What follows belongs to an exercise in optimizing a design on an open flow for small area; a production flow would make more cautious choices.
The RTL was checked by simulation tests, not by an equivalence proof against the original design.
No activity file was given, so power comes from the tool's default toggle rates.

## rev 12
## pwm_core
module pwm_core #(
  parameter int unsigned NOutputs = 6,
  parameter int unsigned PhaseCntDw = 16,
  parameter int unsigned BeatCntDw = 27,
  localparam int unsigned DcResnDw = $clog2(PhaseCntDw)
) (
  input                           clk_core_i,
  input                           rst_core_ni,
  input                           cfg_qe,
  input                           cntr_en_i,
  input [DcResnDw-1:0]            dc_resn_i,
  input [BeatCntDw-1:0]           clk_div_i,
  input                           pwm_en_qe,
  input [NOutputs-1:0]            pwm_en_i,
  input                           invert_qe,
  input [NOutputs-1:0]            invert_i,
  input [NOutputs-1:0]            param_qe,
  input [NOutputs-1:0]            blink_en_i,
  input [NOutputs-1:0]            htbt_en_i,
  input [NOutputs*PhaseCntDw-1:0] phase_delay_i,
  input [NOutputs-1:0]            duty_qe,
  input [NOutputs*PhaseCntDw-1:0] duty_a_i,
  input [NOutputs*PhaseCntDw-1:0] duty_b_i,
  input [NOutputs-1:0]            blink_qe,
  input [NOutputs*PhaseCntDw-1:0] blink_x_i,
  input [NOutputs*PhaseCntDw-1:0] blink_y_i,
  output logic [NOutputs-1:0]     pwm_o
);
  logic                 cntr_en_q;
  logic [BeatCntDw-1:0] clk_div_q;
  logic [DcResnDw-1:0]  dc_resn_q;
  logic [NOutputs-1:0]  pwm_en_q, invert_q;
  logic clr_phase_cntr;
  assign clr_phase_cntr = cfg_qe & cntr_en_i & ~cntr_en_q;
  always_ff @(posedge clk_core_i or negedge rst_core_ni) begin
    if (!rst_core_ni) begin
      pwm_en_q <= '0;
      invert_q <= '0;
    end else begin
      if (pwm_en_qe) pwm_en_q <= pwm_en_i;
      if (invert_qe) invert_q <= invert_i;
    end
  end
  logic [NOutputs-1:0] clr_chan_cntr;
  assign clr_chan_cntr = ({NOutputs{pwm_en_qe}} & pwm_en_i & ~pwm_en_q) |
                         ({NOutputs{invert_qe}} & (invert_i ^ invert_q)) |
                         param_qe | duty_qe | blink_qe;
  always_ff @(posedge clk_core_i or negedge rst_core_ni) begin
    if (!rst_core_ni) begin
      cntr_en_q <= 1'b0;
      dc_resn_q <= '0;
    end else begin
      if (cfg_qe) cntr_en_q <= cntr_en_i;
  ...
Size in the first run: roughly 4,000 cells after synthesis, ~310 flip-flops, roughly 570 I/O pins, about 0.033 sq mm of cells after synthesis.
export LEC_CHECK = 0
export CAP_MARGIN = 20
export CORE_MARGIN = 2
export CORE_UTILIZATION = 65
export PLACE_DENSITY = 0.75
export SLEW_MARGIN = 20
create_clock -name core_clock -period 14.0 [get_ports {clk_core_i}]
standard.sh (not shown) runs the stock make flow with config.mk's settings and CLKGATE_MAP_FILE= SYNTH_SCRIPT=/design/flow/synth_recipe.tcl, a recipe that flattens the netlist after the stock synthesis.
==> flow/flow/run.sh <==
#!/bin/bash
# Standard layout, with single-strength port buffers and a lighter clock tree.
set -euo pipefail
export BUFFER_PORTS_ARGS="-buffer_cell sky130_fd_sc_hd__buf_1"
export CTS_ARGS="-sink_clustering_enable -repair_clock_nets -dont_use_dummy_load -buf_list {sky130_fd_sc_hd__clkbuf_8} -root_buf sky130_fd_sc_hd__clkbuf_8 -sink_clustering_size 20 -sink_clustering_max_diameter 50"
bash standard.sh > standard.log 2>&1
For rev 13, these inputs were changed with respect to rev 12:
diff --git a/flow/design.v b/flow/design.v
--- a/flow/design.v
+++ b/flow/design.v
@@ -48,35 +48,39 @@
   assign update = pwm_en_i & (pd_nz ? (dc_update_pending & clr_dc_update) : cycle_end_i);
   always_ff @(posedge clk_i or negedge rst_ni) begin
     if (!rst_ni) begin
       dc_update_pending <= 1'b0;
     end else if (clr_chan_cntr_i) begin
       dc_update_pending <= 1'b0;
     end else if (pwm_en_i) begin
       dc_update_pending <= (dc_update_pending | (cycle_end_i & pd_nz)) & ~clr_dc_update;
     end
   end
-  logic [15:0] blink_ctr_q, blink_dec, blink_low0;
+  logic [15:0] blink_ctr_q, blink_dec;
   logic        blink_end;
   logic        blink_y_phase_q;
   logic        blink_step;
   assign blink_step = blink_mode & update;
   always_comb begin : p_blink_dec
     logic z;
     z = 1'b1;
+    for (int i = 0; i < 16; i++) z = z & ~blink_ctr_q[i];
+    blink_end = z;
+  end
+  always_comb begin : p_blink_dec2
+    logic z;
+    z = blink_step;
     for (int i = 0; i < 16; i++) begin
-      blink_low0[i] = z;
+      blink_dec[i] = blink_ctr_q[i] ^ z;
       z = z & ~blink_ctr_q[i];
     end
-    blink_end = z;
-  end
-  assign blink_dec = blink_ctr_q ^ (blink_low0 & {16{blink_step}});
+  end
   always_ff @(posedge clk_i or negedge rst_ni) begin
     if (!rst_ni) begin
       blink_ctr_q     <= '0;
       blink_y_phase_q <= 1'b0;
     end else begin
       blink_ctr_q <= (clr_chan_cntr_i | (blink_step & blink_end & (blink_y_phase_q | htbt_en_i))) ? blink_param_x_i :
                      (blink_step & blink_end) ? blink_param_y_i : blink_dec;
       if (clr_chan_cntr_i | (blink_step & blink_end)) begin
         blink_y_phase_q <= ~(clr_chan_cntr_i | blink_y_phase_q | htbt_en_i);
       end
@@ -197,33 +201,33 @@
   end
   always_ff @(posedge clk_core_i) begin
     if (clr_phase_cntr) clk_div_q <= clk_div_i;
   end
   logic                 cntr_en;
   logic [BeatCntDw-1:0] clk_div;
   logic [DcResnDw-1:0]  dc_resn;
   assign cntr_en = cfg_qe ? cntr_en_i : cntr_en_q;
   assign dc_resn = clr_phase_cntr ? dc_resn_i : dc_resn_q;
   assign clk_div = clr_phase_cntr ? clk_div_i : clk_div_q;
-  logic [BeatCntDw-1:0] beat_ctr_q, beat_ctr_nxt;
+  logic [BeatCntDw-1:0] beat_ctr_q, beat_ctr_d;
   logic                 beat_end;
   assign beat_end = (beat_ctr_q == clk_div);
   always_comb begin : p_beat_inc
     logic c;
     c = cntr_en;
     for (int i = 0; i < BeatCntDw; i++) begin
-      beat_ctr_nxt[i] = (beat_ctr_q[i] ^ c) & ~(cntr_en & (clr_phase_cntr | beat_end));
+      beat_ctr_d[i] = (beat_ctr_q[i] ^ c) & ~(cntr_en & (clr_phase_cntr | beat_end));
       c = c & beat_ctr_q[i];
     end
   end
   always_ff @(posedge clk_core_i) begin
-    beat_ctr_q <= beat_ctr_nxt;
+    beat_ctr_q <= beat_ctr_d;
   end
   logic [PhaseCntDw-1:0] keep;
   assign keep = ~({1'b0, {(PhaseCntDw-1){1'b1}}} >> dc_resn);
   logic [PhaseCntDw-1:0] phase_ctr_q, phase_ctr_next;
   logic                  phase_ctr_overflow;
   always_comb begin : p_phase_next
     logic c, t;
     c = 1'b0;
     for (int i = 0; i < PhaseCntDw; i++) begin
       t = c | (keep[i] & ((i == 0) ? 1'b1 : ~keep[i-1]));
Findings:
From rev 12 to rev 13 the numbers moved as follows: area of the multi-input gates ~0 delta; clock period minus final worst setup slack +0.32 ns; combinational share of power +1.1 points.
The dominant combinational cell family by area after synthesis comes out adder cells in one run and compound AO/OA/AOI/OAI gates in the other, namely in rev 13 and rev 12 respectively.
The run showing the greater filler cell count in the final layout is rev 12.
Delta (rev 13 minus rev 12): internal portion of total power lower, number of antenna diodes down 11, number of well taps lost 8, final wirelength decreased 1.8%.
In rev 13 relative to rev 12, cell count had gone up slightly.

[what the ideal ports hide]
How much do the figures lean on ideal ports? The routed layouts below were timed once more, with nothing changed but the port constraints.
Step 1 sets driving cells, clkbuf_16 on the clock port and buf_2 on the other inputs (assumed; they add their load-dependent delay and slew).
Step 2 times the ports against the registers' clock, not the clock port: input delays grow and output delays shrink by t, the midpoint of the rising clock arrivals with the driver on.
Slacks: no drivers / after step 1 / after step 2; pairs: no drivers / after step 1.
run | t (ns) | slack for setup (ns) | clock arrival spread, ns
rev 12 | 0.709 | 0.643 / 0.685 / -0.024 | 0.108 / 0.108
rev 13 | 0.682 | 0.319 / 0.326 / -0.357 | 0.117 / 0.117
With both steps, setup timing fails in rev 12 and rev 13, where it was met with ideal ports. For rev 13, which loses most, drivers alone change the setup slack by +0.007 ns; drivers and shift together by -0.676 ns.
